This is an optimization exercise on Yosys and OpenROAD, whose aim is small area, not a production implementation.
The RTL was checked by simulation tests, not by an equivalence proof against the original design.
Power is estimated from default activity; no workload was simulated.

**flow/standard.sh**
```bash
#!/bin/bash
# synth_recipe.tcl (not shown) runs the flow's synth.tcl, then flattens the netlist and writes it again
# the make line also repeats each setting of config.mk as NAME=value (left out here)
make -C /OpenROAD-flow-scripts/flow DESIGN_CONFIG=/design/flow/config.mk WORK_HOME=/design/flow/orfs CLKGATE_MAP_FILE= SYNTH_SCRIPT=/design/flow/synth_recipe.tcl "${@:-finish}"
```
**flow/constraint.sdc**
```tcl
create_clock -name core_clock -period 5.5 [get_ports {clk_pll}]
set_input_delay 1.1000 -clock core_clock [delete_from_list [all_inputs] [get_ports {clk_pll}]]
set_output_delay 1.1000 -clock core_clock [all_outputs]
set_load 0.01 [all_outputs]
```
**flow/config.mk**
```make
export PLATFORM = sky130hd
export DESIGN_NAME = FloatingPointAdder
export DESIGN_NICKNAME = FloatingPointAdder
export VERILOG_FILES = /design/flow/design.v
export SDC_FILE = /design/flow/constraint.sdc
export NUM_CORES = 4
export LEC_CHECK = 0
export CAP_MARGIN = 20
export CORE_MARGIN = 2
export CORE_UTILIZATION = 60
export CTS_BUF_LIST = sky130_fd_sc_hd__clkbuf_4
export SLEW_MARGIN = 20
```
**flow/flow/run.sh**
```bash
#!/bin/bash
# Standard ORFS layout with these changes:
#  - port buffers use the smallest buffer cell (buf_1);
#  - clock tree of clkbuf_4 cells, without dummy balancing loads;
#  - adders use Yosys's default Brent-Kung carry network, not Kogge-Stone;
#  - no full/half-adder cell extraction; ABC maps all logic with the
#    area-oriented script flow/area.abc.
# Synthesis is the standard flow's own script (synth_recipe.tcl) with only the ABC call
# changed; registers are unchanged.
set -e
W=$PWD
sed 's|^  log_cmd abc {\*}\$abc_args$|  log_cmd abc -script $::env(MY_ABC_SCRIPT) {*}[lrange $abc_args 2 end]|' \
  $FLOW_HOME/scripts/synth.tcl > $W/synth_mod.tcl
grep -q MY_ABC_SCRIPT $W/synth_mod.tcl
sed "s|source \$::env(SCRIPTS_DIR)/synth.tcl|source $W/synth_mod.tcl|" synth_recipe.tcl > $W/flow_synth.tcl
grep -q synth_mod.tcl $W/flow_synth.tcl
sed "s|SYNTH_SCRIPT=[^ ]*|SYNTH_SCRIPT=$W/flow_synth.tcl|" standard.sh > $W/flow_standard.sh
grep -q flow_synth.tcl $W/flow_standard.sh
export MY_ABC_SCRIPT=$W/flow/area.abc
export BUFFER_PORTS_ARGS="-buffer_cell sky130_fd_sc_hd__buf_1"
export SYNTH_OPERATIONS_ARGS="-nofsm"
export ADDER_MAP_FILE=
export CTS_ARGS="-sink_clustering_enable -repair_clock_nets -buf_list sky130_fd_sc_hd__clkbuf_4 -dont_use_dummy_load"
bash $W/flow_standard.sh > $W/standard.log 2>&1
```
**flow/flow/area.abc**
```
strash
balance -l
resub -K 6 -l
rewrite -l
resub -K 6 -N 2 -l
refactor -l
resub -K 8 -l
balance -l
resub -K 8 -N 2 -l
rewrite -l
resub -K 10 -l
rewrite -z -l
resub -K 10 -N 2 -l
balance -l
resub -K 12 -l
refactor -z -l
resub -K 12 -N 2 -l
rewrite -z -l
balance -l
dch -f
amap
topo
stime -c
```
**flow/design.v**
```verilog
`timescale 1ns / 1ps
module FloatingPointAdder(
	input wire [26 : 0] in_1,
	input wire [26 : 0] in_2,
	input wire clk_pll,
	output wire [26 : 0] out
    );
	wire s1 = in_1[26];
	wire s2 = in_2[26];
	wire [7:0] e1 = in_1[25:18];
	wire [7:0] e2 = in_2[25:18];
	wire [17:0] f1 = in_1[17:0];
	wire [17:0] f2 = in_2[17:0];
	wire [8:0] ediff = {e1[7], e1} - {e2[7], e2};
	wire elt = ediff[8];
	wire swap = elt | ((e1 == e2) & (f1 < f2));
	wire [7:0] d = elt ? (e2 - e1) : ediff[7:0];
	reg p1_sign;
	reg p1_sub;
	reg [7:0] p1_exp;
	reg [17:0] p1_big;
	reg [17:0] p1_small;
	always @(posedge clk_pll)
	begin
		p1_sign <= swap ? s2 : s1;
		p1_sub <= s1 ^ s2;
		p1_exp <= swap ? e2 : e1;
		p1_big <= swap ? f2 : f1;
		p1_small <= (swap ? f1 : f2) >> d;
	end
	wire [18:0] sum = {1'b0, p1_big} + ({19{p1_sub}} ^ {1'b0, p1_small}) + {18'd0, p1_sub};
	reg [4:0] lz;
	integer i;
	always @(*)
	begin
		lz = 5'd19;
		for (i = 0; i <= 18; i = i + 1)
			if (sum[i]) lz = 18 - i;
	end
	wire zero = ~|sum;
	reg p2_sign;
	reg [7:0] p2_exp;
	reg [17:0] p2_sum;
	reg [4:0] p2_lz;
	always @(posedge clk_pll)
	begin
		p2_sign <= p1_sign & ~zero;
		p2_exp <= p1_exp;
		p2_sum <= sum[17:0];
		p2_lz <= lz;
	end
	wire [18:0] nrm = {1'b0, p2_sum} << p2_lz;
	wire [16:0] frac = nrm[17:1];
	wire [9:0] ex = {{2{p2_exp[7]}}, p2_exp} + 10'd1 - {5'd0, p2_lz};
	wire [7:0] exs = (ex[9] & ~&ex[8:7]) ? 8'h80 :
	                 (~ex[9] & |ex[8:7]) ? 8'h7f : ex[7:0];
	assign out = {p2_sign, exs, 1'b1, frac};
endmodule
```
==> results of run 1 <==
==> path summary, 6_finish.rpt <==
kind | startpoint | to | cells past startpoint
hold reg to reg | p1_exp[7] | p2_exp[7] | 0
setup reg to reg | p1_sub | p2_sign | 43
hold / removal | p1_exp[7] | p2_exp[7] | 0
setup / recovery | p1_sub | p2_sign | 43
==> Yosys cell counts, types with 3 or more instances <==
library cell / n / share of area
a22oi_1: 20 / 0.030
nor2_1: 129 / 0.098
clkinv_1: 91 / 0.069
o21a_1: 25 / 0.038
nand3_1: 5 / 0.0051
a31oi_1: 14 / 0.018
dfxtp_1: 78 / 0.32
a21oi_1: 62 / 0.063
o221ai_1: 3 / 0.0053
nand2b_1: 3 / 0.0038
or3_1: 3 / 0.0038
o22ai_1: 84 / 0.11
nand2_1: 55 / 0.042
a221oi_1: 6 / 0.011
and3_1: 6 / 0.0076
o21ai_0: 59 / 0.060
or2_0: 23 / 0.029
nor2b_1: 11 / 0.014
o22a_1: 17 / 0.030
o32ai_1: 6 / 0.011
nor3_1: 12 / 0.012
==> cells by family after synthesis <==
kind of cell	count (synthesis)	share of synthesized area
xor gates and xnor gates	1	0.001779
and+or+nand+nor	250	0.2203
other	1	0.0007615
AOI/OAI and AO/OA	304	0.3877
DFF	78	0.3171
buffers and inverters	93	0.07241
==> cell usage in the layout (no fill, tap or decap), drive strengths merged, types with 9 or more instances in the layout <==
cell type / Yosys / routed
nor2b: 11 / 11
clkbuf: 0 / 9
dfxtp: 78 / 78
a22oi: 20 / 20
a31oi: 14 / 14
nand2: 55 / 55
buf: 2 / 98
o21a: 25 / 25
nor3: 12 / 12
clkinv: 91 / 90
o22ai: 84 / 84
nor2: 129 / 129
o22a: 17 / 17
or2: 23 / 23
a21oi: 62 / 62
o21ai: 59 / 59
==> layer usage <==
metal | global-route usage | vias up | part of all wire
met1 | 0.3491 | 2451 | 0.45
met5 | 0 | - | 0
met3 | 0.04469 | 30 | 0.050
met4 | 0.09903 | 0 | 0.024
met2 | 0.5018 | 177 | 0.48
li1 | - | 2862 | -
==> power groups by stage <==
stage	registers (mW)	clock network (mW)	logic, mW
floorplan	0.759	0	0.920
global placement	0.768	0	1.22
detailed placement	0.771	0	1.24
CTS	0.758	0.235	1.25
global route	0.776	0.257	1.48
finish	0.761	0.233	1.31
==> sequential cells by signal, indices dropped and copies added, names as in the netlist <==
| name | flops |
|---|---|
| p1_sub | 1 |
| p1_sign | 1 |
| p1_small | 18 |
| p1_exp | 8 |
| p2_exp | 8 |
| p2_lz | 5 |
| p2_sum | 18 |
| p2_sign | 1 |
| p1_big | 18 |
==> what timing repair did <==
action	4_1_cts	5_1_grt
endpoints found under the setup margin	1	8
pin swaps	0	6
setup buffers	0	3
gates resized for setup	1	39
==> critical path, delay by kind of cell (launching register included) <==
family | cells | cell delay [ns]
and+or+nand+nor | 22 | 2.58
AOI/OAI and AO/OA | 20 | 1.87
buffers and inverters | 1 | 0.15
DFF | 1 | 0.35
==> cell type report <==
class | count | area, um^2 | area share
multi-input cells | 556 | 3113 | 0.5490
repair buffers | 98 | 447.9 | 0.07899
clock buffers | 9 | 67.56 | 0.01192
flip-flops and latches | 78 | 1564 | 0.2758
inverters | 91 | 346.6 | 0.06112
well taps | 105 | 131.4 | 0.02317
==> flow_metrics.py, run 1 <==
metrics = {
    "run_status": {
        "status": "no timing/DRC/antenna violations",
    },
    "power": {
        "internal_power_mw": 1.284,
        "power.density_mw_per_mm2": 406.9,
        "pwr-share-comb": 0.569,
        "total_power_mw": 2.307,
        "seqPwrFrac": 0.330,
        "power.share.clock": 0.101,
        "p_switching_mw": 1.023,
        "netSwitchingFraction": 0.4436,
        "p_leak_nw": 2.035,
        "peakVddDrop_mv": 0.1360,
    },
    "cts": {
        "insertion_delay_ns": 0.42,
        "cts_htree_levels": 3,
        "cts_buffers": 9,
        "clkTransAtPathRegs_ns": 0.12,
        "cts-root-buf": "clkbuf_4",
        "clock-sinks": 78,
        "tritoncts": "yes",
        "clock_path_buffers": 2,
        "ctsHoldBuffers": 0,
    },
    "global_routing": {
        "grt_pass1_wl_um": 20390,
        "grt_max_degree": 43,
        "antenna_found_initial": 0,
        "grt_overflow": 0,
        "first_global_vias": 4743,
        "track_usage": 0.2834,
    },
    "setup_path": {
        "cp_max_fo": 5,
        "critPathArrivalTime_ns": 5.35,
        "slowest_stage": "dfxtp_2",
        "setup.worst_path.class": "flip-flop to flip-flop",
        "required_ns": 5.79,
        "cpMostUsedCell": "nand2_1",
        "r2r_setup_slack_ns": 0.43,
        "worst_setup_path_start_kind": "flip-flop",
        "cp_slowest_stage_delay_ns": 0.35,
        "endpoint_kind": "flip-flop",
    },
    "synthesis": {
        "ys_ff_latch": 78,
        "synth_ff_type": "dfxtp_1",
        "synthArstFlopShare": 0,
        "synth-edff-count": 0,
        "yosysSeqAreaShare": 0.3171,
        "synth_nets": 782,
        "syn_inst": 727,
        "ys_types": 34,
        "syn_avg_cell_area_um2": 6.774,
        "syn-cell-area_mm2": 0.004925,
        "yosys_warnings": 1,
    },
    "timing": {
        "max_freq_mhz": 197.3,
        "finalSetupTns_ns": 0,
        "finalHoldViolCount": 0,
        "min_period_ns": 5.067,
        "whs_ns": 0.2837,
        "post-route-period-util": 0.9213,
        "timing.slew.headroom": 0.5814,
        "tightestPinTransition_ns": 0.6232,
        "drv_slew": 0,
        "setup-violations-final": 0,
        "layout_setup_ws_ns": 0.4328,
        "skew_ns": 0.04119,
    },
    "drt": {
        "dr.pass1.iters": 4,
        "wire_per_inst_um": 13.34,
        "vias": 5520,
        "drtIter0Drc": 230,
        "postRouteAntennaNets": 0,
        "viasPerCell": 5.891,
        "drc": 0,
        "routed_wl_um": 12500,
    },
    "floorplanning": {
        "io_pins": 82,
        "fp.dieW_um": 94.60,
        "num_rows": 33,
        "core_mm2": 0.008093,
        "initial_core_util": 0.6085,
        "die_h_um": 94.60,
        "dieArea_mm2": 0.008948,
    },
    "cells_and_area": {
        "diodes": 0,
        "area_growth_pct": 15.14,
        "final_cell_area_mm2": 0.005670,
        "fillers": 735,
        "nets": 889,
        "utilization": 0.7007,
        "instances_no_fill": 937,
        "drive_gt1_frac": 0.06731,
    },
    "placement": {
        "port_buffers": 80,
        "post-place-cells": 925,
        "place.gp.congestion": 0.9418,
        "place_area_mm2": 0.005487,
        "hpwlAfterDp_um": 9889,
        "pre_cts_slack_ns": 0.01945,
    },
    "flow_run": {
        "maxCapViolCount": 0,
    },
    "hold_path": {
        "hold_path.class": "flip-flop to flip-flop",
    },
}
==> inputs of run 2 (changes only) <==
--- a/flow/flow/run.sh
+++ b/flow/flow/run.sh
@@ -20,5 +20,5 @@
 export BUFFER_PORTS_ARGS="-buffer_cell sky130_fd_sc_hd__buf_1"
 export SYNTH_OPERATIONS_ARGS="-nofsm"
 export ADDER_MAP_FILE=
-export CTS_ARGS="-sink_clustering_enable -repair_clock_nets -buf_list sky130_fd_sc_hd__clkbuf_4 -dont_use_dummy_load"
+export CTS_ARGS='-sink_clustering_enable -repair_clock_nets -buf_list {sky130_fd_sc_hd__clkbuf_4 sky130_fd_sc_hd__clkbuf_8} -root_buf sky130_fd_sc_hd__clkbuf_8 -dont_use_dummy_load'
 bash $W/flow_standard.sh > $W/standard.log 2>&1
==> run 2 against run 1 <==
Sequential power about the same. Non-clock buffer count up 1. Via count up 0.36%. Count of clock-buffer cells in the layout unchanged. Sequential share of layout area down 0.32 points. Synthesized cell count unchanged. Flip-flop and latch count unchanged. Synthesized area unchanged. Final cell count up 0.11%. Clock power up 32%.
==> flow_metrics.py, run 2 <==
metrics = {
    "cts": {
        "cts-root-buf": "clkbuf_8",
        "clock_path_buffers": 2,
        "clock-sinks": 78,
        "clkTransAtPathRegs_ns": 0.07,
        "cts_htree_levels": 3,
        "tritoncts": "yes",
        "ctsHoldBuffers": 0,
        "insertion_delay_ns": 0.34,
        "cts_buffers": 9,
    },
    "synthesis": {
        "yosysTopAreaCellShare": 0.3171,
        "synth_top_area_cell": "dfxtp_1",
        "syn-cell-area_mm2": 0.004925,
        "synth_ff_type": "dfxtp_1",
        "synth_most_common_cell": "nor2_1",
        "yosysSeqAreaShare": 0.3171,
        "synth-edff-count": 0,
        "synth_nets": 782,
        "ys_ff_latch": 78,
        "yosys_warnings": 1,
        "syn_avg_cell_area_um2": 6.774,
        "synthArstFlopShare": 0,
        "ys_types": 34,
        "ys_top_cells_by_area": "dfxtp_1, o22ai_1, nor2_1, clkinv_1, a21oi_1",
        "synthTopCellsByCount": "nor2_1, clkinv_1, o22ai_1",
        "syn_inst": 727,
    },
    "global_routing": {
        "grt_overflow": 0,
        "grt_pass1_wl_um": 20310,
        "grt_max_degree": 43,
        "first_global_vias": 4747,
        "antenna_found_initial": 0,
        "track_usage": 0.2818,
    },
    "timing": {
        "tightestPinTransition_ns": 0.6502,
        "timing.slew.headroom": 0.5632,
        "skew_ns": 0.02517,
        "finalHoldViolCount": 0,
        "setup-violations-final": 0,
        "max_freq_mhz": 194.6,
        "drv_slew": 0,
        "post-route-period-util": 0.9343,
        "min_period_ns": 5.139,
        "layout_setup_ws_ns": 0.3612,
    },
    "placement": {
        "port_buffers": 80,
        "pre_cts_slack_ns": 0.01945,
        "place.gp.congestion": 0.9418,
        "hpwlAfterDp_um": 9889,
        "place_area_mm2": 0.005487,
    },
    "drt": {
        "viasPerCell": 5.906,
        "drc": 0,
        "drtIter0Drc": 237,
        "postRouteAntennaNets": 0,
        "vias": 5540,
        "routed_wl_um": 12590,
        "wire_per_inst_um": 13.43,
        "dr.pass1.iters": 6,
    },
    "cells_and_area": {
        "multi_input_comb_area_mm2": 0.003115,
        "diodes": 0,
        "area_growth_pct": 16.49,
        "reg.largest.list": "p1_big x18, p1_small x18, p2_sum x18",
        "final_cell_area_mm2": 0.005737,
        "layout_commonest_cell": "nor2_1",
        "drive_gt1_frac": 0.06963,
        "nets": 890,
        "layout_common_cells": "nor2_1, clkinv_1, o22ai_1",
        "utilization": 0.7089,
        "fillers": 727,
        "regArea_mm2": 0.001564,
    },
    "setup_path": {
        "critPathArrivalTime_ns": 5.35,
        "cp_slowest_stage_delay_ns": 0.35,
        "setup.worst_path.class": "flip-flop to flip-flop",
        "worst_setup_path_start_kind": "flip-flop",
        "rr_worst_depth": 46,
        "r2r-start": "p1_sub",
        "required_ns": 5.71,
        "r2r_setup_slack_ns": 0.36,
        "endpoint_kind": "flip-flop",
        "cpMostUsedCell": "nand2_1",
        "slowest_stage": "dfxtp_2",
        "cp_max_fo": 5,
        "r2r_end": "p2_sign",
    },
    "hold_path": {
        "hold_depth": 0,
        "hold_end": "p2_exp[7]",
        "hold_path.class": "flip-flop to flip-flop",
        "min_from": "p1_exp[7]",
    },
    "power": {
        "power.density_mw_per_mm2": 416.4,
        "peakVddDrop_mv": 0.1583,
        "p_leak_nw": 2.063,
    },
    "floorplanning": {
        "initial_core_util": 0.6085,
        "die_h_um": 94.60,
        "core_mm2": 0.008093,
        "io_pins": 82,
        "num_rows": 33,
        "dieArea_mm2": 0.008948,
        "fp.dieW_um": 94.60,
    },
    "flow_run": {
        "maxCapViolCount": 0,
    },
    "run_status": {
        "status": "no timing/DRC/antenna violations",
    },
}
[run 2: cell counts after synthesis]
Identical to the previous run, type by type.
[run 2: how the worst max path moves through the flow]
stage | from | to | slack (ns) | cells past startpoint
final | p1_sub | p2_sign | 0.36 | 46
after global routing | p1_sub | p2_sign | -0.32 | 46
after CTS | p1_small[1] | p2_sign | 0.007 | 45
after detailed placement | p1_sub | p2_sign | 0.02 | 45
after global placement | p1_sub | p2_sign | 0.28 | 45
after floorplan | in_1[19] | p1_small[1] | 0.02 | 22
[run 2: area by class of cell]
class | instances | area share
Inverter | 91 | 0.06041
Clock buffer | 9 | 0.02159
Tap cell | 105 | 0.02290
Timing Repair Buffer | 99 | 0.07939
Multi-Input combinational cell | 556 | 0.5431
Sequential cell | 78 | 0.2726
[run 2: critical path: cells and delay by family, from the launching register on]
kind             cells  cell delay, ns
AND/OR/NAND/NOR     24            2.60
AO/OA/AOI/OAI       22            2.07
flip-flops           1            0.35
[run 2: timing repair]
| item | CTS | global route |
|---|---|---|
| pin swaps | 0 | 6 |
| gates resized for setup | 3 | 38 |
| endpoints found under the setup margin | 1 | 12 |
| buffers inserted | 0 | 4 |
[run 2: routing by layer]
metal,vias up,part of all wire,track usage
met5,-,0,0
met3,24,0.049,0.03831
li1,2863,-,-
met1,2488,0.45,0.3451
met4,0,0.019,0.1014
met2,165,0.48,0.5048
[run 2: kinds of logic after synthesis]
| logic type | after synthesis | share of synthesized area |
|---|---|---|
| AO/OA/AOI/OAI | 304 | 0.3877 |
| AND/OR/NAND/NOR | 250 | 0.2203 |
| buffers and inverters | 93 | 0.07241 |
| flip-flops | 78 | 0.3171 |
| XOR/XNOR | 1 | 0.001779 |
| other | 1 | 0.0007615 |
[run 2: through the flow]
stage               hold slack [ns]  instances  setup TNS, ns  power, mW
floorplan                    0.3096        727              0      1.680
global placement             0.3129        925              0      1.990
detailed placement           0.3128        925              0      2.013
CTS                          0.2980        934              0      2.327
global route                 0.3112        938        -0.6295      2.597
finish                       0.2983        938              0      2.389
[run 2: power breakdown]
group / internal, mW / total (mW) / switching, mW
Sequential: 0.683 / 0.763 / 0.0795
Clock: 0.146 / 0.308 / 0.162
Combinational: 0.528 / 1.32 / 0.790
Total: 1.36 / 2.39 / 1.03
==> inputs of run 3 (changes only) <==
--- a/flow/flow/run.sh
+++ b/flow/flow/run.sh
@@ -20,5 +20,5 @@
 export BUFFER_PORTS_ARGS="-buffer_cell sky130_fd_sc_hd__buf_1"
 export SYNTH_OPERATIONS_ARGS="-nofsm"
 export ADDER_MAP_FILE=
-export CTS_ARGS='-sink_clustering_enable -repair_clock_nets -buf_list {sky130_fd_sc_hd__clkbuf_4 sky130_fd_sc_hd__clkbuf_8} -root_buf sky130_fd_sc_hd__clkbuf_8 -dont_use_dummy_load'
+export CTS_ARGS='-sink_clustering_enable -repair_clock_nets -buf_list sky130_fd_sc_hd__clkbuf_4 -sink_buffer_max_cap_derate 0.6 -dont_use_dummy_load'
 bash $W/flow_standard.sh > $W/standard.log 2>&1
==> run 3 against run 2 <==
Worst setup slack improved by 0.072 ns. Combinational power about the same. Clock skew increased by 0.016 ns. Critical endpoint unchanged. Critical path type unchanged. Final cell count decreased by 0.11%. Critical path depth decreased by 3. Register-to-register slack improved by 0.07 ns. Synthesized area unchanged. Design area decreased by 1.2%. Still clean. Largest power group unchanged.
==> flow_metrics.py, run 3 <==
metrics = {
    "global_routing": {
        "use_met3": 0.04469,
        "grtUsageMet2": 0.5018,
        "track_usage": 0.2834,
        "busiest_layer": "met2",
        "first_global_vias": 4743,
        "grt_overflow": 0,
        "gr-usage-met1": 0.3491,
        "grt_pass1_wl_um": 20390,
        "antenna_found_initial": 0,
        "grt_max_degree": 43,
    },
    "drt": {
        "dr.pass1.iters": 4,
        "routed_wl_um": 12500,
        "viasPerCell": 5.891,
        "drtIter0Drc": 230,
        "vias": 5520,
        "wire_per_inst_um": 13.34,
        "postRouteAntennaNets": 0,
        "drc": 0,
    },
    "cells_and_area": {
        "instances_no_fill": 937,
        "reg.largest.list": "p1_big x18, p1_small x18, p2_sum x18",
        "layout_commonest_cell": "nor2_1",
        "diodes": 0,
        "layout_common_cells": "nor2_1, clkinv_1, o22ai_1",
        "nets": 889,
        "area_growth_pct": 15.14,
        "drive_gt1_frac": 0.06731,
    },
    "synthesis": {
        "syn-cell-area_mm2": 0.004925,
        "ys_types": 34,
        "ys_ff_latch": 78,
        "synthTopCellsByCount": "nor2_1, clkinv_1, o22ai_1",
        "synth_top_area_cell": "dfxtp_1",
        "synthArstFlopShare": 0,
        "synth-edff-count": 0,
        "ys_top_cells_by_area": "dfxtp_1, o22ai_1, nor2_1, clkinv_1, a21oi_1",
        "syn_inst": 727,
        "synth_ff_type": "dfxtp_1",
        "yosysTopAreaCellShare": 0.3171,
        "synth_nets": 782,
        "yosysSeqAreaShare": 0.3171,
        "yosys_warnings": 1,
        "syn_avg_cell_area_um2": 6.774,
        "synth_most_common_cell": "nor2_1",
    },
    "timing": {
        "tightestPinTransition_ns": 0.6232,
        "post-route-period-util": 0.9213,
        "min_period_ns": 5.067,
        "drv_slew": 0,
        "layout_setup_ws_ns": 0.4328,
        "finalHoldViolCount": 0,
        "finalSetupTns_ns": 0,
        "timing.slew.headroom": 0.5814,
        "setup-violations-final": 0,
        "whs_ns": 0.2837,
        "skew_ns": 0.04119,
        "max_freq_mhz": 197.3,
    },
    "setup_path": {
        "rr_worst_depth": 43,
        "r2r_end": "p2_sign",
        "cp_num_buf_inv": 1,
        "cp_max_fo": 5,
        "required_ns": 5.79,
        "r2r_setup_slack_ns": 0.43,
        "r2r-start": "p1_sub",
        "slowest_stage": "dfxtp_2",
        "crit_family": "simple AND/OR/NAND/NOR gates",
        "setup.worst_path.class": "flip-flop to flip-flop",
        "cp_slowest_stage_delay_ns": 0.35,
        "cpMostUsedCell": "nand2_1",
        "worst_setup_path_start_kind": "flip-flop",
        "endpoint_kind": "flip-flop",
        "critPathArrivalTime_ns": 5.35,
    },
    "cts": {
        "clkTransAtPathRegs_ns": 0.12,
        "tritoncts": "yes",
        "cts_buffers": 9,
        "clock_path_buffers": 2,
        "cts_htree_levels": 3,
        "insertion_delay_ns": 0.42,
        "cts-root-buf": "clkbuf_4",
        "clock-sinks": 78,
    },
    "placement": {
        "pre_cts_slack_ns": 0.01945,
        "hpwlAfterDp_um": 9889,
        "post-place-cells": 925,
        "place.gp.congestion": 0.9418,
        "port_buffers": 80,
    },
    "hold_path": {
        "hold_depth": 0,
        "hold_path.class": "flip-flop to flip-flop",
        "hold_end": "p2_exp[7]",
        "min_from": "p1_exp[7]",
    },
    "power": {
        "pwr-share-comb": 0.569,
        "seqPwrFrac": 0.330,
        "p_switching_mw": 1.023,
        "power.share.clock": 0.101,
        "netSwitchingFraction": 0.4436,
        "power.density_mw_per_mm2": 406.9,
        "total_power_mw": 2.307,
        "peakVddDrop_mv": 0.1360,
        "internal_power_mw": 1.284,
        "p_leak_nw": 2.035,
    },
    "flow_run": {
        "maxCapViolCount": 0,
    },
    "floorplanning": {
        "fp.dieW_um": 94.60,
        "core_mm2": 0.008093,
        "die_h_um": 94.60,
        "dieArea_mm2": 0.008948,
        "num_rows": 33,
        "io_pins": 82,
        "initial_core_util": 0.6085,
    },
    "run_status": {
        "status": "no timing/DRC/antenna violations",
    },
}
==> run 3: cell count changes in the layout (fill, tap and decap cells not counted) <==
cell      before  now
buf_4         18   17
clkbuf_4       0    9
clkbuf_8       9    0
nor2_1       127  128
nor2_2         1    0
==> run 3: stage by stage <==
stage / area (um^2) / utilization
2_1_floorplan: 4945 / -
3_3_place_gp: 5487 / 0.6780
6_report: 5670 / 0.7007
5_1_grt: 5670 / 0.7007
4_1_cts: 5558 / 0.6868
3_5_place_dp: 5487 / 0.6780
==> run 3: routing by layer <==
metal	share of wire	up-vias	wire, um
met2	0.48	177	5962
met5	0	-	0
li1	-	2862	-
met1	0.45	2451	5606
met4	0.024	0	303
met3	0.050	30	626
==> run 3: kinds of logic after synthesis <==
kind of cell	after synthesis	share of synthesized area
other	1	0.0007615
AND/OR/NAND/NOR	250	0.2203
XOR/XNOR	1	0.001779
flip-flops	78	0.3171
buffers and inverters	93	0.07241
AO/OA/AOI/OAI	304	0.3877
==> run 3: area by class of cell <==
| class | count | area [um^2] |
|---|---|---|
| timing repair buffer | 98 | 447.9 |
| tap | 105 | 131.4 |
| fill | 735 | 2422 |
| clock buffer | 9 | 67.56 |
| inverter | 91 | 346.6 |
| sequential | 78 | 1564 |
| multi-input combinational | 556 | 3113 |
==> run 3: power by group through the flow <==
stage / logic (mW) / registers [mW] / clock network (mW)
finish: 1.31 / 0.761 / 0.233
global route: 1.48 / 0.776 / 0.257
CTS: 1.25 / 0.758 / 0.235
detailed placement: 1.24 / 0.771 / 0
global placement: 1.22 / 0.768 / 0
floorplan: 0.920 / 0.759 / 0
==> run 3: worst max path at each step <==
| stage | from | endpoint | depth (start not counted) |
|---|---|---|---|
| 2_1_floorplan | in_1[19] | p1_small[1] | 22 |
| 3_3_place_gp | p1_sub | p2_sign | 45 |
| 3_5_place_dp | p1_sub | p2_sign | 45 |
| 4_1_cts | p1_sub | p2_sign | 45 |
| 5_1_grt | p1_sub | p2_sign | 41 |
| 6_report | p1_sub | p2_sign | 43 |
==> run 3: repair_timing <==
action	in CTS	in global routing
setup buffers	0	3
hold buffers	0	0
setup endpoints to repair	1	8
gates resized for setup	1	39
pin swaps	0	6
==> inputs of run 4 (changes only) <==
--- a/flow/design.v
+++ b/flow/design.v
@@ -29,30 +29,28 @@
 		p1_small <= (swap ? f1 : f2) >> d;
 	end
 	wire [18:0] sum = {1'b0, p1_big} + ({19{p1_sub}} ^ {1'b0, p1_small}) + {18'd0, p1_sub};
+	reg p2_sign;
+	reg [7:0] p2_exp;
+	reg [18:0] p2_sum;
+	always @(posedge clk_pll)
+	begin
+		p2_sign <= p1_sign;
+		p2_exp <= p1_exp;
+		p2_sum <= sum;
+	end
 	reg [4:0] lz;
 	integer i;
 	always @(*)
 	begin
 		lz = 5'd19;
 		for (i = 0; i <= 18; i = i + 1)
-			if (sum[i]) lz = 18 - i;
+			if (p2_sum[i]) lz = 18 - i;
 	end
-	wire zero = ~|sum;
-	reg p2_sign;
-	reg [7:0] p2_exp;
-	reg [17:0] p2_sum;
-	reg [4:0] p2_lz;
-	always @(posedge clk_pll)
-	begin
-		p2_sign <= p1_sign & ~zero;
-		p2_exp <= p1_exp;
-		p2_sum <= sum[17:0];
-		p2_lz <= lz;
-	end
-	wire [18:0] nrm = {1'b0, p2_sum} << p2_lz;
+	wire [18:0] nrm = p2_sum << lz;
 	wire [16:0] frac = nrm[17:1];
-	wire [9:0] ex = {{2{p2_exp[7]}}, p2_exp} + 10'd1 - {5'd0, p2_lz};
+	wire [9:0] ex = {{2{p2_exp[7]}}, p2_exp} + 10'd1 - {5'd0, lz};
 	wire [7:0] exs = (ex[9] & ~&ex[8:7]) ? 8'h80 :
 	                 (~ex[9] & |ex[8:7]) ? 8'h7f : ex[7:0];
-	assign out = {p2_sign, exs, 1'b1, frac};
+	wire zero = lz[4] & lz[1] & lz[0];
+	assign out = {p2_sign & ~zero, exs, 1'b1, frac};
 endmodule
--- a/flow/flow/run.sh
+++ b/flow/flow/run.sh
@@ -20,5 +20,5 @@
 export BUFFER_PORTS_ARGS="-buffer_cell sky130_fd_sc_hd__buf_1"
 export SYNTH_OPERATIONS_ARGS="-nofsm"
 export ADDER_MAP_FILE=
-export CTS_ARGS='-sink_clustering_enable -repair_clock_nets -buf_list sky130_fd_sc_hd__clkbuf_4 -sink_buffer_max_cap_derate 0.6 -dont_use_dummy_load'
+export CTS_ARGS='-sink_clustering_enable -repair_clock_nets -buf_list sky130_fd_sc_hd__clkbuf_8 -dont_use_dummy_load'
 bash $W/flow_standard.sh > $W/standard.log 2>&1
--- a/flow/config.mk
+++ b/flow/config.mk
@@ -8,5 +8,5 @@
 export CAP_MARGIN = 20
 export CORE_MARGIN = 2
 export CORE_UTILIZATION = 60
-export CTS_BUF_LIST = sky130_fd_sc_hd__clkbuf_4
+export CTS_BUF_LIST = sky130_fd_sc_hd__clkbuf_8
 export SLEW_MARGIN = 20
==> run 4 against run 3 <==
Still clean on timing, DRC and antenna. Clock power is about 30% higher. Core utilization rose by 1.6 points. Wire length up 1.8%. Worst hold slack improved by 0.030 ns. Power decreased by 7.5%. Sequential share of layout area fell by 0.76 points. Flip-flop and latch count is 4 lower.
==> flow_metrics.py, run 4 <==
metrics = {
    "run_status": {
        "status": "no timing/DRC/antenna violations",
    },
    "placement": {
        "hpwlAfterDp_um": 9994,
        "pre_cts_slack_ns": 0.2163,
        "port_buffers": 80,
        "post-place-cells": 913,
        "place.gp.congestion": 0.9366,
    },
    "synthesis": {
        "synthArstFlopShare": 0,
        "syn_inst": 716,
        "synth_top_area_cell": "dfxtp_1",
        "yosysSeqAreaShare": 0.3080,
        "ys_top_cells_by_area": "dfxtp_1, nor2_1, o22ai_1, clkinv_1, a21oi_1",
        "yosysTopAreaCellShare": 0.3080,
        "synth_nets": 771,
        "synth_most_common_cell": "nor2_1",
        "syn_avg_cell_area_um2": 6.717,
        "yosys_warnings": 1,
        "synth-edff-count": 0,
        "ys_types": 38,
        "synth_ff_type": "dfxtp_1",
        "synthTopCellsByCount": "nor2_1, clkinv_1, o22ai_1",
        "ys_ff_latch": 74,
        "syn-cell-area_mm2": 0.004810,
    },
    "cells_and_area": {
        "instances_no_fill": 923,
        "nets": 878,
        "layout_common_cells": "nor2_1, clkinv_1, buf_1",
        "largest_register_ffs": 19,
        "layout_commonest_cell": "nor2_1",
        "regArea_mm2": 0.001486,
        "top_register": "p2_sum",
        "diodes": 0,
        "multi_input_comb_area_mm2": 0.003013,
        "fillers": 667,
        "reg.largest.list": "p2_sum x19, p1_big x18, p1_small x18",
        "area_growth_pct": 15.22,
        "drive_gt1_frac": 0.04872,
    },
    "drt": {
        "wire_per_inst_um": 13.78,
        "m1WireLength_um": 5639,
        "dr.pass1.iters": 5,
        "postRouteAntennaNets": 0,
        "viasPerCell": 5.974,
        "wl_met3_um": 703,
        "top_layer": "met4",
        "drtIter0Drc": 326,
        "drc": 0,
        "routed_wl_um": 12720,
        "vias": 5514,
        "dr_wl_met2_um": 6082,
    },
    "hold_path": {
        "hold_path.class": "flip-flop to flip-flop",
    },
    "power": {
        "pwr-share-comb": 0.526,
        "p_leak_nw": 1.989,
        "total_power_mw": 2.134,
        "power.density_mw_per_mm2": 385.1,
        "netSwitchingFraction": 0.4309,
        "seqPwrFrac": 0.332,
        "p_switching_mw": 0.9195,
        "internal_power_mw": 1.214,
        "peakVddDrop_mv": 0.1433,
        "power.share.clock": 0.143,
    },
    "timing": {
        "tightestPinTransition_ns": 0.5260,
        "skew_ns": 0.02308,
        "layout_setup_ws_ns": 0.4830,
        "setup-violations-final": 0,
        "post-route-period-util": 0.9122,
        "timing.slew.headroom": 0.6481,
        "max_freq_mhz": 199.3,
        "min_period_ns": 5.017,
        "drv_slew": 0,
        "finalHoldViolCount": 0,
    },
    "setup_path": {
        "worst_setup_path_start_kind": "flip-flop",
        "crit_family": "simple AND/OR/NAND/NOR gates",
        "cp_slowest_stage_delay_ns": 0.39,
        "setup.worst_path.class": "flip-flop to primary output",
        "cp_num_buf_inv": 3,
        "cpMostUsedCell": "o21ai_0",
        "endpoint_kind": "primary output",
        "cp_max_fo": 16,
        "slowest_stage": "or3_1",
        "critPathArrivalTime_ns": 3.92,
        "crit_chain": "or2_0 -> or3_1 -> a31oi_1 -> o21ai_0 -> buf_4 -> o21ai_0 -> nor2_1 -> a21oi_1 -> nand2_1 -> o21ai_0 -> nand2_1 -> o21ai_0 -> nand2_1 -> o21ai_0 -> nand2_1 -> o21ai_0 -> nand2_1 -> nor3_1 -> buf_4 -> nor2_1 -> nor2_1 -> buf_1",
        "required_ns": 4.40,
    },
    "floorplanning": {
        "initial_core_util": 0.6224,
        "core_mm2": 0.007727,
        "die_h_um": 93.53,
        "fp.dieW_um": 93.53,
        "io_pins": 82,
        "num_rows": 32,
        "dieArea_mm2": 0.008748,
    },
    "cts": {
        "cts-root-buf": "clkbuf_8",
        "tritoncts": "yes",
        "clock-sinks": 74,
        "insertion_delay_ns": 0.34,
        "clkTransAtPathRegs_ns": 0.08,
        "clock_path_buffers": 2,
        "cts_buffers": 9,
        "cts_htree_levels": 3,
    },
    "global_routing": {
        "grt_overflow": 0,
        "track_usage": 0.2993,
        "grt_max_degree": 35,
        "grt_pass1_wl_um": 21210,
        "first_global_vias": 4869,
        "antenna_found_initial": 0,
    },
    "flow_run": {
        "maxCapViolCount": 0,
    },
}
## run 4: layout make-up
type | instances | area share
multi-input cells | 548 | 0.5437
flip-flops and latches | 74 | 0.2682
repair buffers | 97 | 0.07948
inverters | 93 | 0.06322
well taps | 102 | 0.02303
clock buffers | 9 | 0.02235
## run 4: power by group through the flow
stage | Clock [mW] | Combinational (mW) | Sequential [mW]
after floorplan | 0 | 0.790 | 0.700
after global placement | 0 | 1.06 | 0.712
after detailed placement | 0 | 1.08 | 0.717
after CTS | 0.313 | 1.09 | 0.705
after global routing | 0.335 | 1.25 | 0.720
final | 0.304 | 1.12 | 0.708
## run 4: kinds of logic after synthesis
logic type	Yosys count	share of synthesized area
buf+inv	94	0.07414
simple gates	238	0.2066
other cells	1	0.0007797
compound gates	308	0.4087
xor+xnor	1	0.001821
flops	74	0.3080
## run 4: worst reg2reg max path: cells and delay by family (launching register included)
family,cells,cell delay [ns]
buffers and inverters,2,0.29
and+or+nand+nor,18,1.78
DFF,1,0.41
AOI/OAI and AO/OA,19,2.26
## run 4: per-stage QoR
stage                     hold WS (ns)  instance area [um^2]    util  setup TNS [ns]
after detailed placement        0.3135                  5371  0.6951               0
final                           0.3138                  5542  0.7171               0
after global placement          0.3106                  5371  0.6951               0
after global routing            0.3213                  5542  0.7171        -0.02570
after floorplan                 0.3096                  4818       -               0
after CTS                       0.3159                  5495  0.7111               0
## run 4: what timing repair did
| action | CTS | global route |
|---|---|---|
| resized for setup | 0 | 23 |
| hold buffers | 0 | 0 |
| setup buffers | 0 | 1 |
| setup endpoints to repair | 0 | 15 |
## run 4: worst paths after layout
kind / startpoint / end / slack (ns) / depth (start not counted)
worst min register to register: p1_exp[7] / p2_exp[7] / 0.31 / 0
worst min-delay path: p1_exp[7] / p2_exp[7] / 0.31 / 0
worst max-delay path: p2_sum[7] / out[18] / 0.48 / 22
worst max register to register: p1_sub / p2_sum[18] / 0.71 / 39
## run 4: metal layers
layer / track usage / up-vias
li1: - / 2826
met1: 0.3634 / 2452
met2: 0.5264 / 211
met3: 0.04271 / 25
met4: 0.1292 / 0
met5: 0 / -
==> inputs of run 5 (changes only) <==
--- a/flow/flow/run.sh
+++ b/flow/flow/run.sh
@@ -1,7 +1,7 @@
 #!/bin/bash
 # Standard ORFS layout with these changes:
 #  - port buffers use the smallest buffer cell (buf_1);
-#  - clock tree of clkbuf_4 cells, without dummy balancing loads;
+#  - clock tree of clkbuf_8 cells, without dummy balancing loads;
 #  - adders use Yosys's default Brent-Kung carry network, not Kogge-Stone;
 #  - no full/half-adder cell extraction; ABC maps all logic with the
 #    area-oriented script flow/area.abc.
--- a/flow/flow/area.abc
+++ b/flow/flow/area.abc
@@ -19,5 +19,29 @@
 balance -l
 dch -f
 amap
+strash
+balance -l
+resub -K 6 -l
+rewrite -l
+resub -K 6 -N 2 -l
+refactor -l
+resub -K 8 -l
+balance -l
+resub -K 8 -N 2 -l
+rewrite -l
+resub -K 10 -l
+rewrite -z -l
+resub -K 10 -N 2 -l
+balance -l
+resub -K 12 -l
+refactor -z -l
+resub -K 12 -N 2 -l
+rewrite -z -l
+balance -l
+dch -f
+amap
+strash
+dch -f
+amap
 topo
 stime -c
==> run 5 against run 4 <==
Now fails the layout checks on setup timing. Synthesized cell count decreased by 1.4%. Synthesized area is 2.2% lower. Sequential share of layout area fell by 3.6 points. Largest cell class unchanged.
==> flow_metrics.py, run 5 <==
metrics = {
    "global_routing": {
        "grt_pass1_wl_um": 22310,
        "first_global_vias": 5266,
        "grt_max_degree": 37,
        "track_usage": 0.3199,
        "grt_overflow": 0,
        "antenna_found_initial": 0,
    },
    "timing": {
        "drv_slew": 0,
        "post-route-period-util": 1.081,
        "setup-violations-final": 16,
        "layout_setup_ws_ns": -0.4473,
        "whs_ns": 0.3152,
        "tightestPinTransition_ns": 1.277,
        "timing.slew.headroom": 0.1485,
        "finalSetupTns_ns": -2.828,
        "finalHoldViolCount": 0,
        "max_freq_mhz": 168.1,
        "skew_ns": 0.01999,
        "min_period_ns": 5.947,
        "rsz0062_at_grt": "yes",
    },
    "setup_path": {
        "critPathArrivalTime_ns": 6.22,
        "endpoint_kind": "flip-flop",
        "setup.worst_path.class": "input port to flip-flop",
        "r2r_setup_slack_ns": 0.66,
        "worst_setup_path_start_kind": "input port",
        "crit_end": "p1_small[1]",
        "cp_max_fo": 12,
        "required_ns": 5.77,
        "cp_slowest_stage_delay_ns": 0.36,
        "cp-startpoint": "in_1[0]",
        "r2r_end": "p2_sum[18]",
        "rr_worst_depth": 41,
        "cpMostUsedCell": "nor2_1",
        "slowest_stage": "or3_1",
        "r2r-start": "p1_sub",
    },
    "cells_and_area": {
        "top_register": "p2_sum",
        "largest_register_ffs": 19,
        "nets": 913,
        "fillers": 495,
        "reg.largest.list": "p2_sum x19, p1_big x18, p1_small x18",
        "layout_common_cells": "nor2_1, clkinv_1, buf_1",
        "utilization": 0.8348,
        "area_growth_pct": 35.76,
        "layout_commonest_cell": "nor2_1",
        "diodes": 0,
        "drive_gt1_frac": 0.1904,
    },
    "drt": {
        "viasPerCell": 6.360,
        "routed_wl_um": 16580,
        "dr.pass1.iters": 5,
        "drc": 0,
        "wire_per_inst_um": 17.30,
        "drtIter0Drc": 491,
        "postRouteAntennaNets": 0,
        "vias": 6093,
    },
    "synthesis": {
        "syn_inst": 706,
        "syn_avg_cell_area_um2": 6.660,
        "synth_ff_type": "dfxtp_1",
        "ys_ff_latch": 74,
        "yosys_warnings": 1,
        "synth_most_common_cell": "nor2_1",
        "synth-edff-count": 0,
        "yosysSeqAreaShare": 0.3151,
        "synthArstFlopShare": 0,
        "synth_top_area_cell": "dfxtp_1",
        "ys_types": 35,
        "synth_nets": 761,
        "ys_top_cells_by_area": "dfxtp_1, o22ai_1, nor2_1, clkinv_1, a21oi_1",
        "synthTopCellsByCount": "nor2_1, o22ai_1, clkinv_1",
        "syn-cell-area_mm2": 0.004702,
        "yosysTopAreaCellShare": 0.3151,
    },
    "floorplanning": {
        "core_mm2": 0.007647,
        "fp.dieW_um": 92.53,
        "io_pins": 82,
        "die_h_um": 92.53,
        "num_rows": 32,
        "dieArea_mm2": 0.008561,
        "initial_core_util": 0.6149,
    },
    "run_status": {
        "status": "finished with violations",
        "failed_checks": "setup timing",
    },
    "flow_run": {
        "maxCapViolCount": 0,
    },
    "power": {
        "power.density_mw_per_mm2": 387.9,
        "p_leak_nw": 2.336,
        "total_power_mw": 2.476,
        "peakVddDrop_mv": 0.1456,
    },
    "cts": {
        "ctsHoldBuffers": 0,
        "clock-sinks": 74,
        "clock_path_buffers": 2,
        "cts_htree_levels": 3,
        "cts_buffers": 9,
        "tritoncts": "yes",
        "insertion_delay_ns": 0.35,
        "clkTransAtPathRegs_ns": 0.08,
        "cts-root-buf": "clkbuf_8",
    },
    "placement": {
        "port_buffers": 80,
        "place.gp.congestion": 0.9449,
        "hpwlAfterDp_um": 10630,
    },
    "hold_path": {
        "min_from": "p1_exp[7]",
        "hold_path.class": "flip-flop to flip-flop",
    },
}
run 5: what timing repair did:
action	CTS	global route
setup endpoints to repair	7	31
cloned	0	3
setup buffers	0	12
pin swaps	2	26
resized for setup	11	121
run 5: layout make-up:
type                            instances  area [um^2]  area share
Clock buffer                            9        123.9     0.01940
Tap cell                              102        127.6     0.01999
Multi-Input combinational cell        537         3388      0.5308
Timing Repair Buffer                  140        845.8      0.1325
Timing Repair inverter                  2        17.52    0.002744
Sequential cell                        74         1485      0.2327
Inverter                               94        395.4     0.06194
run 5: power by group:
group | total [mW] | leakage [nW] | switching (mW) | internal (mW)
Combinational | 1.45 | 1.65 | 0.862 | 0.584
Sequential | 0.719 | 0.618 | 0.0789 | 0.640
Clock | 0.311 | 0.0647 | 0.165 | 0.146
run 5: logic make-up (layout without fill, tap and decap cells):
kind of cell	after synthesis	in the layout	synth area share
other	1	1	0.0007975
AOI/OAI and AO/OA	303	303	0.4077
buffers and inverters	95	245	0.07664
DFF	74	74	0.3151
and+or+nand+nor	233	233	0.1998
run 5: metrics by stage:
step / setup WS [ns] / std cells / area (um^2)
after floorplan: -0.1904 / 706 / 4812
after global placement: -0.2937 / 934 / 5585
after detailed placement: -0.4478 / 934 / 5585
after CTS: 0.0008966 / 943 / 5751
after global routing: -0.7003 / 958 / 6384
final: -0.4473 / 958 / 6384
run 5: how the worst min path moves through the flow:
stage / to / slack [ns] / cells after the start
global route: p2_exp[5] / 0.33 / 0
finish: p2_exp[7] / 0.32 / 0
global placement: p2_exp[3] / 0.31 / 0
detailed placement: p2_exp[7] / 0.31 / 0
CTS: p2_exp[7] / 0.31 / 0
floorplan: p2_exp[0] / 0.31 / 0
run 5: routing by layer:
| metal | GRT usage | vias to the layer above | wire length [um] |
|---|---|---|---|
| li1 | - | 2871 | - |
| met4 | 0.1493 | 0 | 1049 |
| met2 | 0.5937 | 374 | 8164 |
| met5 | 0 | - | 0 |
| met3 | 0.04801 | 108 | 1214 |
| met1 | 0.3561 | 2740 | 6149 |
run 5: worst max-delay path: cells and delay by family:
| family | cells | cell delay, ns |
|---|---|---|
| AOI/OAI and AO/OA | 19 | 2.98 |
| buffers and inverters | 5 | 0.64 |
| and+or+nand+nor | 11 | 1.52 |
==> inputs of run 6 (changes only) <==
==> flow/flow/area.abc (replaced) <==
strash
balance -l
resub -K 6 -l
rewrite -l
resub -K 6 -N 2 -l
refactor -l
resub -K 8 -l
balance -l
resub -K 8 -N 2 -l
rewrite -l
resub -K 10 -l
rewrite -z -l
resub -K 10 -N 2 -l
balance -l
resub -K 12 -l
refactor -z -l
resub -K 12 -N 2 -l
rewrite -z -l
balance -l
dch -f
amap
topo
stime -c
==> run 6 against run 5 <==
The run now finishes clean. Sequential power decreased by 2%. Clock power is 2% lower. Combinational power fell by 23%. Count of clock-buffer cells in the layout stayed put. Design area is 13% lower. Final cell count down 3.7%. Wire length fell by 23%. Die area grew 2.2%. Register-to-register slack better by 0.05 ns. Non-clock buffer count decreased by 43. Largest cell class unchanged.
==> flow_metrics.py, run 6 <==
metrics = {
    "run_status": {
        "status": "no timing/DRC/antenna violations",
    },
    "drt": {
        "routed_wl_um": 12720,
        "drc": 0,
        "postRouteAntennaNets": 0,
        "wire_per_inst_um": 13.78,
        "dr.pass1.iters": 5,
        "viasPerCell": 5.974,
        "drtIter0Drc": 326,
        "vias": 5514,
    },
    "placement": {
        "place.gp.congestion": 0.9366,
        "post-place-cells": 913,
        "place_area_mm2": 0.005371,
        "hpwlAfterDp_um": 9994,
        "port_buffers": 80,
    },
    "synthesis": {
        "synth-edff-count": 0,
        "yosysTopAreaCellShare": 0.3080,
        "synth_top_area_cell": "dfxtp_1",
        "synth_most_common_cell": "nor2_1",
        "syn_avg_cell_area_um2": 6.717,
        "synthTopCellsByCount": "nor2_1, clkinv_1, o22ai_1",
        "yosys_warnings": 1,
        "synth_nets": 771,
        "synth_ff_type": "dfxtp_1",
        "syn-cell-area_mm2": 0.004810,
        "ys_ff_latch": 74,
        "yosysSeqAreaShare": 0.3080,
        "ys_top_cells_by_area": "dfxtp_1, nor2_1, o22ai_1, clkinv_1, a21oi_1",
        "synthArstFlopShare": 0,
        "ys_types": 38,
        "syn_inst": 716,
    },
    "power": {
        "peakVddDrop_mv": 0.1433,
        "p_leak_nw": 1.989,
        "power.density_mw_per_mm2": 385.1,
    },
    "timing": {
        "timing.slew.headroom": 0.6481,
        "tightestPinTransition_ns": 0.5260,
        "drv_slew": 0,
        "max_freq_mhz": 199.3,
        "setup-violations-final": 0,
        "min_period_ns": 5.017,
        "post-route-period-util": 0.9122,
        "finalHoldViolCount": 0,
        "skew_ns": 0.02308,
    },
    "cts": {
        "cts-root-buf": "clkbuf_8",
        "cts_htree_levels": 3,
        "cts_buffers": 9,
        "insertion_delay_ns": 0.34,
        "clock-sinks": 74,
        "ctsHoldBuffers": 0,
        "clock_path_buffers": 2,
        "clkTransAtPathRegs_ns": 0.08,
        "tritoncts": "yes",
    },
    "global_routing": {
        "grtUsageMet2": 0.5264,
        "gr-usage-met1": 0.3634,
        "track_usage": 0.2993,
        "antenna_found_initial": 0,
        "grt_max_degree": 35,
        "busiest_layer": "met2",
        "first_global_vias": 4869,
        "use_met3": 0.04271,
        "grt_overflow": 0,
        "grt_pass1_wl_um": 21210,
    },
    "setup_path": {
        "critPathArrivalTime_ns": 3.92,
        "worst_setup_path_start_kind": "flip-flop",
        "required_ns": 4.40,
        "setup.worst_path.class": "flip-flop to primary output",
        "endpoint_kind": "primary output",
        "cp_max_fo": 16,
    },
    "cells_and_area": {
        "drive_gt1_frac": 0.04872,
        "area_growth_pct": 15.22,
        "layout_common_cells": "nor2_1, clkinv_1, buf_1",
        "reg.largest.list": "p2_sum x19, p1_big x18, p1_small x18",
        "layout_commonest_cell": "nor2_1",
        "nets": 878,
        "fillers": 667,
        "diodes": 0,
        "instances_no_fill": 923,
        "top_register": "p2_sum",
        "final_cell_area_mm2": 0.005542,
        "largest_register_ffs": 19,
    },
    "floorplanning": {
        "num_rows": 32,
        "dieArea_mm2": 0.008748,
        "fp.dieW_um": 93.53,
        "initial_core_util": 0.6224,
        "die_h_um": 93.53,
        "core_mm2": 0.007727,
        "io_pins": 82,
    },
    "flow_run": {
        "maxCapViolCount": 0,
    },
    "hold_path": {
        "hold_path.class": "flip-flop to flip-flop",
    },
}
run 6: changes by cell type after synthesis, moves of 3 or more:
cell      delta
o22a_1       -5
o21ai_0      +7
nand3_1      -3
o221ai_1     +4
nor3_1       +3
a221oi_1     -6
o221a_1      +3
nor2b_1      +5
nor2_1       -6
a22oi_1     +18
o22ai_1     -25
or2_0        +6
a31oi_1      +4
a21o_1       +3
run 6: cell families after synthesis:
family                 synth area share
AO/OA/AOI/OAI                    0.4087
AND/OR/NAND/NOR                  0.2066
buffers and inverters           0.07414
flip-flops                       0.3080
XOR/XNOR                       0.001821
other                         0.0007797
run 6: final cells by class:
class                   count  area, um^2  area share
well taps                 102       127.6     0.02303
clock buffers               9       123.9     0.02235
repair buffers             97       440.4     0.07948
flip-flops and latches     74        1486      0.2682
multi-input cells         548        3013      0.5437
inverters                  93       350.3     0.06322
run 6: what timing repair did:
item	4_1_cts	5_1_grt
gates resized for setup	0	23
endpoints found under the setup margin	0	15
setup buffers	0	1
run 6: metrics by stage:
stage / utilization / total power [mW] / worst slack [ns] / TNS (ns) / hold slack (ns)
after floorplan: - / 1.491 / 0.06251 / 0 / 0.3096
after global placement: 0.6951 / 1.770 / 0.3176 / 0 / 0.3106
after detailed placement: 0.6951 / 1.797 / 0.2163 / 0 / 0.3135
after CTS: 0.7111 / 2.107 / 0.2070 / 0 / 0.3159
after global routing: 0.7171 / 2.309 / -0.01035 / -0.02570 / 0.3213
final: 0.7171 / 2.134 / 0.4830 / 0 / 0.3138
run 6: layer usage:
| metal | routed length, um | part of all wire |
|---|---|---|
| met5 | 0 | 0 |
| met4 | 293 | 0.023 |
| met3 | 703 | 0.055 |
| met2 | 6082 | 0.48 |
| met1 | 5639 | 0.44 |
run 6: path summary, 6_finish.rpt:
check / start / end / slack (ns) / cells after the start
max: p2_sum[7] / out[18] / 0.48 / 22
min: p1_exp[7] / p2_exp[7] / 0.31 / 0
max reg2reg: p1_sub / p2_sum[18] / 0.71 / 39
min reg2reg: p1_exp[7] / p2_exp[7] / 0.31 / 0
run 6: worst max-delay path: stages (launching register included):
cell and delay (ns):
dfxtp_1 0.33, or2_0 0.24, or3_1 0.39, a31oi_1 0.17
o21ai_0 0.09, buf_4 0.22, o21ai_0 0.27, nor2_1 0.07
a21oi_1 0.18, nand2_1 0.11, o21ai_0 0.12, nand2_1 0.10
o21ai_0 0.12, nand2_1 0.10, o21ai_0 0.10, nand2_1 0.09
o21ai_0 0.12, nand2_1 0.13, nor3_1 0.16, buf_4 0.18
nor2_1 0.05, nor2_1 0.08, buf_1 0.15
run 6: report_power, final:
group          total [mW]  internal [mW]  switching, mW
Sequential          0.708          0.634         0.0737
Clock               0.304          0.146          0.159
Combinational        1.12          0.434          0.687
==> inputs of run 7 (changes only) <==
--- a/flow/flow/run.sh
+++ b/flow/flow/run.sh
@@ -1,7 +1,7 @@
 #!/bin/bash
 # Standard ORFS layout with these changes:
 #  - port buffers use the smallest buffer cell (buf_1);
-#  - clock tree of clkbuf_8 cells, without dummy balancing loads;
+#  - clock tree of clkbuf_4 cells, without dummy balancing loads;
 #  - adders use Yosys's default Brent-Kung carry network, not Kogge-Stone;
 #  - no full/half-adder cell extraction; ABC maps all logic with the
 #    area-oriented script flow/area.abc.
@@ -20,5 +20,5 @@
 export BUFFER_PORTS_ARGS="-buffer_cell sky130_fd_sc_hd__buf_1"
 export SYNTH_OPERATIONS_ARGS="-nofsm"
 export ADDER_MAP_FILE=
-export CTS_ARGS='-sink_clustering_enable -repair_clock_nets -buf_list sky130_fd_sc_hd__clkbuf_8 -dont_use_dummy_load'
+export CTS_ARGS='-sink_clustering_enable -repair_clock_nets -buf_list sky130_fd_sc_hd__clkbuf_4 -dont_use_dummy_load'
 bash $W/flow_standard.sh > $W/standard.log 2>&1
--- a/flow/config.mk
+++ b/flow/config.mk
@@ -7,6 +7,6 @@
 export LEC_CHECK = 0
 export CAP_MARGIN = 20
 export CORE_MARGIN = 2
-export CORE_UTILIZATION = 60
-export CTS_BUF_LIST = sky130_fd_sc_hd__clkbuf_8
+export CORE_UTILIZATION = 50
+export CTS_BUF_LIST = sky130_fd_sc_hd__clkbuf_4
 export SLEW_MARGIN = 20
==> run 7 against run 6 <==
Flip-flop and latch count unchanged. Clock power shrank 26%. Critical path type unchanged. Worst hold slack worse by 0.0024 ns. Still clean. Largest cell class unchanged. Synthesized cell count is the same. Critical endpoint is now out[24]. Sequential power about the same. Power is 3.5% lower. Final cell count increased by 3.5%. Critical path depth rose by 11.
==> flow_metrics.py, run 7 <==
metrics = {
    "floorplanning": {
        "num_rows": 35,
        "dieArea_mm2": 0.01042,
        "core_mm2": 0.009284,
        "initial_core_util": 0.5181,
        "fp.dieW_um": 102.1,
        "die_h_um": 102.1,
        "io_pins": 82,
    },
    "cells_and_area": {
        "diodes": 0,
        "regArea_mm2": 0.001486,
        "top_register": "p2_sum",
        "largest_register_ffs": 19,
        "drive_gt1_frac": 0.05206,
        "multi_input_comb_area_mm2": 0.003004,
        "layout_common_cells": "nor2_1, clkinv_1, buf_1",
        "fillers": 937,
        "layout_commonest_cell": "nor2_1",
        "area_growth_pct": 15.43,
        "nets": 883,
        "reg.largest.list": "p2_sum x19, p1_big x18, p1_small x18",
    },
    "synthesis": {
        "synth_nets": 771,
        "ys_top_cells_by_area": "dfxtp_1, nor2_1, o22ai_1, clkinv_1, a21oi_1",
        "ys_types": 38,
        "synthArstFlopShare": 0,
        "yosysTopAreaCellShare": 0.3080,
        "yosys_warnings": 1,
        "yosysSeqAreaShare": 0.3080,
        "synth-edff-count": 0,
        "synth_top_area_cell": "dfxtp_1",
        "synthTopCellsByCount": "nor2_1, clkinv_1, o22ai_1",
        "synth_ff_type": "dfxtp_1",
        "syn_avg_cell_area_um2": 6.717,
        "ys_ff_latch": 74,
        "synth_most_common_cell": "nor2_1",
        "syn_inst": 716,
        "syn-cell-area_mm2": 0.004810,
    },
    "cts": {
        "cts_htree_levels": 3,
        "cts_buffers": 9,
        "clkTransAtPathRegs_ns": 0.12,
        "clock-sinks": 74,
        "insertion_delay_ns": 0.41,
        "tritoncts": "yes",
        "clock_path_buffers": 2,
        "cts-root-buf": "clkbuf_4",
    },
    "power": {
        "power.density_mw_per_mm2": 371.0,
        "peakVddDrop_mv": 0.1260,
        "power.share.clock": 0.110,
        "p_switching_mw": 0.9077,
        "pwr-share-comb": 0.547,
        "seqPwrFrac": 0.343,
        "total_power_mw": 2.059,
        "netSwitchingFraction": 0.4408,
        "internal_power_mw": 1.152,
        "p_leak_nw": 1.987,
    },
    "global_routing": {
        "grt_max_degree": 38,
        "use_met3": 0.03625,
        "grt_overflow": 0,
        "track_usage": 0.2464,
        "gr-usage-met1": 0.3163,
        "grt_pass1_wl_um": 20670,
        "busiest_layer": "met2",
        "first_global_vias": 4754,
        "grtUsageMet2": 0.4241,
        "antenna_found_initial": 0,
    },
    "placement": {
        "port_buffers": 80,
        "place.gp.congestion": 0.9478,
        "pre_cts_slack_ns": 0.1072,
        "hpwlAfterDp_um": 10020,
    },
    "drt": {
        "drtIter0Drc": 232,
        "wire_per_inst_um": 13.20,
        "viasPerCell": 5.646,
        "dr.pass1.iters": 5,
        "postRouteAntennaNets": 0,
        "vias": 5392,
        "routed_wl_um": 12600,
        "drc": 0,
    },
    "setup_path": {
        "cp_slowest_stage_delay_ns": 0.37,
        "slowest_stage": "dfxtp_2",
        "required_ns": 4.40,
        "critPathArrivalTime_ns": 3.99,
        "worst_setup_path_start_kind": "flip-flop",
        "setup.worst_path.class": "flip-flop to primary output",
        "cp_max_fo": 7,
        "cpMostUsedCell": "nor2_1",
        "endpoint_kind": "primary output",
    },
    "timing": {
        "setup-violations-final": 0,
        "layout_setup_ws_ns": 0.4085,
        "min_period_ns": 5.091,
        "drv_slew": 0,
        "max_freq_mhz": 196.4,
        "finalHoldViolCount": 0,
        "skew_ns": 0.02967,
        "post-route-period-util": 0.9257,
        "timing.slew.headroom": 0.4948,
        "tightestPinTransition_ns": 0.7578,
    },
    "hold_path": {
        "hold_path.class": "flip-flop to flip-flop",
    },
    "run_status": {
        "status": "no timing/DRC/antenna violations",
    },
    "flow_run": {
        "maxCapViolCount": 0,
    },
}
[run 7: cells by family (layout without fill, tap and decap cells)]
| logic type | count (synthesis) | in the layout | synth area share |
|---|---|---|---|
| compound gates | 308 | 308 | 0.4087 |
| xor+xnor | 1 | 1 | 0.001821 |
| buf+inv | 94 | 204 | 0.07414 |
| flops | 74 | 74 | 0.3080 |
| other cells | 1 | 1 | 0.0007797 |
| simple gates | 238 | 238 | 0.2066 |
[run 7: metal layers]
layer  up-vias  wire [um]
li1       2844          -
met1      2371       5945
met2       158       5805
met3        19        565
met4         0        286
met5         -          0
[run 7: final timing paths]
kind              startpoint  slack, ns  cells past startpoint    endpoint
setup / recovery   p2_sum[1]       0.41                     33     out[24]
hold / removal     p1_exp[0]       0.31                      0   p2_exp[0]
setup reg to reg      p1_sub       0.77                     40  p2_sum[18]
hold reg to reg    p1_exp[0]       0.31                      0   p2_exp[0]
[run 7: metrics by stage]
step                      utilization  instance area (um^2)  hold WS, ns  instances  TNS [ns]
after floorplan                     -                  4818       0.3096        716         0
after global placement         0.5838                  5420       0.3122        942         0
after detailed placement       0.5838                  5420       0.3121        942         0
after CTS                      0.5911                  5488       0.3029        951         0
after global routing           0.5980                  5552       0.3006        955   -0.1659
final                          0.5980                  5552       0.3115        955         0
[run 7: area by class of cell]
cell class | count | share of cell area
clock buffers | 9 | 0.01217
inverters | 93 | 0.06311
well taps | 129 | 0.02907
flip-flops and latches | 74 | 0.2677
repair buffers | 102 | 0.08677
multi-input cells | 548 | 0.5411
[run 7: worst max-delay path, delay by kind of cell, from the launching register on]
family	cells	cell delay (ns)
compound gates	8	0.92
buf+inv	4	0.37
flops	1	0.37
simple gates	21	1.94
[run 7: power groups by stage]
stage	sequential, mW	clock [mW]	combinational [mW]
floorplan	0.700	0	0.790
global placement	0.714	0	1.08
detailed placement	0.716	0	1.09
CTS	0.704	0.236	1.10
global route	0.720	0.257	1.26
finish	0.706	0.226	1.13
[run 7: repair_timing]
| action | 4_1_cts | 5_1_grt |
|---|---|---|
| hold buffers | 0 | 0 |
| setup endpoints to repair | 0 | 11 |
| buffers inserted | 0 | 4 |
| resized for setup | 0 | 16 |
==> inputs of run 8 (changes only) <==
--- a/flow/config.mk
+++ b/flow/config.mk
@@ -7,6 +7,6 @@
 export LEC_CHECK = 0
 export CAP_MARGIN = 20
 export CORE_MARGIN = 2
-export CORE_UTILIZATION = 50
+export CORE_UTILIZATION = 70
 export CTS_BUF_LIST = sky130_fd_sc_hd__clkbuf_4
 export SLEW_MARGIN = 20
==> run 8 against run 7 <==
Combinational power barely moved. Still clean on timing, DRC and antenna. Flip-flop and latch count did not move. Critical path depth fell by 12.
==> flow_metrics.py, run 8 <==
metrics = {
    "setup_path": {
        "cp_max_fo": 10,
        "slowest_stage": "dfxtp_1",
        "required_ns": 4.40,
        "critPathArrivalTime_ns": 4.00,
        "endpoint_kind": "primary output",
        "setup.worst_path.class": "flip-flop to primary output",
        "crit_family": "simple AND/OR/NAND/NOR gates",
        "cp_num_buf_inv": 4,
        "worst_setup_path_start_kind": "flip-flop",
        "cp_slowest_stage_delay_ns": 0.34,
        "crit_chain": "clkinv_1 -> nand2_1 -> nor3_2 -> nand2_1 -> nor2_1 -> clkinv_1 -> nand2_1 -> o21ai_0 -> a21oi_1 -> nand2_1 -> o21ai_0 -> nand2_1 -> o21ai_0 -> nand2_1 -> o21ai_1 -> nand2_1 -> buf_4 -> nor3_4 -> nor2_1 -> nor2_1 -> buf_1",
        "cpMostUsedCell": "nand2_1",
    },
    "cts": {
        "cts_buffers": 9,
        "insertion_delay_ns": 0.42,
        "cts_htree_levels": 3,
        "clkTransAtPathRegs_ns": 0.12,
        "clock_path_buffers": 2,
        "tritoncts": "yes",
        "cts-root-buf": "clkbuf_4",
        "clock-sinks": 74,
    },
    "cells_and_area": {
        "layout_commonest_cell": "nor2_1",
        "top_register": "p2_sum",
        "reg.largest.list": "p2_sum x19, p1_big x18, p1_small x18",
        "regArea_mm2": 0.001486,
        "area_growth_pct": 14.26,
        "layout_common_cells": "nor2_1, clkinv_1, buf_1",
        "nets": 879,
        "largest_register_ffs": 19,
        "multi_input_comb_area_mm2": 0.003039,
        "diodes": 0,
        "instances_no_fill": 902,
        "drive_gt1_frac": 0.05839,
        "fillers": 481,
    },
    "synthesis": {
        "synth_most_common_cell": "nor2_1",
        "yosysSeqAreaShare": 0.3080,
        "yosysTopAreaCellShare": 0.3080,
        "syn_inst": 716,
        "syn_avg_cell_area_um2": 6.717,
        "synth-edff-count": 0,
        "ys_types": 38,
        "syn-cell-area_mm2": 0.004810,
        "ys_ff_latch": 74,
        "ys_top_cells_by_area": "dfxtp_1, nor2_1, o22ai_1, clkinv_1, a21oi_1",
        "synth_top_area_cell": "dfxtp_1",
        "yosys_warnings": 1,
        "synthTopCellsByCount": "nor2_1, clkinv_1, o22ai_1",
        "synth_ff_type": "dfxtp_1",
        "synthArstFlopShare": 0,
        "synth_nets": 771,
    },
    "drt": {
        "dr.pass1.iters": 6,
        "routed_wl_um": 12950,
        "drc": 0,
        "wire_per_inst_um": 14.36,
        "vias": 5709,
        "viasPerCell": 6.329,
        "postRouteAntennaNets": 0,
        "drtIter0Drc": 446,
    },
    "power": {
        "total_power_mw": 2.082,
        "power.density_mw_per_mm2": 378.9,
        "peakVddDrop_mv": 0.1401,
        "p_leak_nw": 1.978,
    },
    "timing": {
        "skew_ns": 0.04172,
        "setup-violations-final": 0,
        "min_period_ns": 5.095,
        "max_freq_mhz": 196.3,
        "finalHoldViolCount": 0,
        "post-route-period-util": 0.9264,
        "drv_slew": 0,
    },
    "global_routing": {
        "first_global_vias": 4751,
        "grt_max_degree": 38,
        "track_usage": 0.3299,
        "antenna_found_initial": 0,
        "grt_pass1_wl_um": 20140,
        "grt_overflow": 0,
    },
    "hold_path": {
        "hold_path.class": "flip-flop to flip-flop",
    },
    "placement": {
        "post-place-cells": 889,
        "port_buffers": 80,
        "hpwlAfterDp_um": 9804,
        "place.gp.congestion": 1.057,
    },
    "floorplanning": {
        "io_pins": 82,
        "fp.dieW_um": 86.89,
        "initial_core_util": 0.7158,
        "core_mm2": 0.006719,
        "dieArea_mm2": 0.007550,
        "num_rows": 30,
        "die_h_um": 86.89,
    },
    "flow_run": {
        "maxCapViolCount": 0,
    },
    "run_status": {
        "status": "no timing/DRC/antenna violations",
    },
}
[run 8: per-stage QoR]
stage	instance area [um^2]	setup TNS, ns	worst slack, ns	hold WS [ns]	utilization
2_1_floorplan	4818	0	0.06251	0.3096	-
5_1_grt	5495	-0.05782	-0.02862	0.3102	0.8179
3_3_place_gp	5329	0	0.3242	0.3130	0.7931
4_1_cts	5401	0	0.02921	0.3115	0.8039
6_report	5495	0	0.4048	0.3072	0.8179
3_5_place_dp	5329	0	0.1482	0.3121	0.7931
[run 8: kinds of logic (layout without fill, tap and decap cells)]
family	count (synthesis)	count (layout)	share of synthesized area
AO/OA/AOI/OAI	308	308	0.4087
buffers and inverters	94	200	0.07414
flip-flops	74	74	0.3080
XOR/XNOR	1	1	0.001821
other	1	1	0.0007797
AND/OR/NAND/NOR	238	238	0.2066
[run 8: layer usage]
metal  global-route usage  vias up  wire length [um]
met5                    0        -                 0
met4               0.1264        0               334
met3              0.04834       41               980
met2               0.5802      296              6315
met1               0.4056     2542              5323
li1                     -     2830                 -
[run 8: timing repair]
action / 4_1_cts / 5_1_grt
gates resized for setup: 1 / 34
setup buffers: 0 / 4
setup endpoints to repair: 3 / 17
pin swaps: 0 / 7
hold buffers: 0 / 0
[run 8: final timing paths]
kind	start	end	slack, ns	cells after the start
min reg2reg	p1_exp[6]	p2_exp[6]	0.31	0
min	p1_exp[6]	p2_exp[6]	0.31	0
max reg2reg	p1_sub	p2_sum[18]	0.62	41
max	p2_sum[16]	out[20]	0.40	21
[run 8: area by class of cell]
type                       count  area share
clock buffer                   9     0.01230
multi-input combinational    548      0.5531
tap                           80     0.01821
inverter                      93     0.06375
sequential                    74      0.2705
timing repair buffer          98     0.08219
[run 8: power breakdown]
group          switching, mW  leakage, nW  total [mW]  internal, mW
Sequential            0.0781        0.619       0.712         0.633
Combinational          0.697         1.32        1.14         0.445
Clock                  0.153       0.0414       0.229        0.0760

## port drivers added, routing unchanged
No port has a modelled driver above. Below, the same layouts with a new extraction and two added sets of constraints.
Step 1 sets driving cells, clkbuf_16 on the clock port and buf_2 on the other inputs (assumed; they add their load-dependent delay and slew).
Step 2 times the ports against the registers' clock, not the clock port: input delays grow and output delays shrink by t, the midpoint of the rising clock arrivals with the driver on.
Three values: ideal, step 1, step 2; two values: the first two.
run	t, ns	slack for setup (ns)
run 1	0.427	0.433 / 0.433 / 0.099
run 2	0.359	0.361 / 0.361 / 0.097
run 3	0.427	0.433 / 0.433 / 0.099
run 4	0.358	0.483 / 0.452 / 0.171
run 5	0.367	-0.447 / -0.470 / -0.838
run 6	0.358	0.483 / 0.452 / 0.171
run 7	0.425	0.409 / 0.380 / 0.064
run 8	0.431	0.405 / 0.377 / 0.048
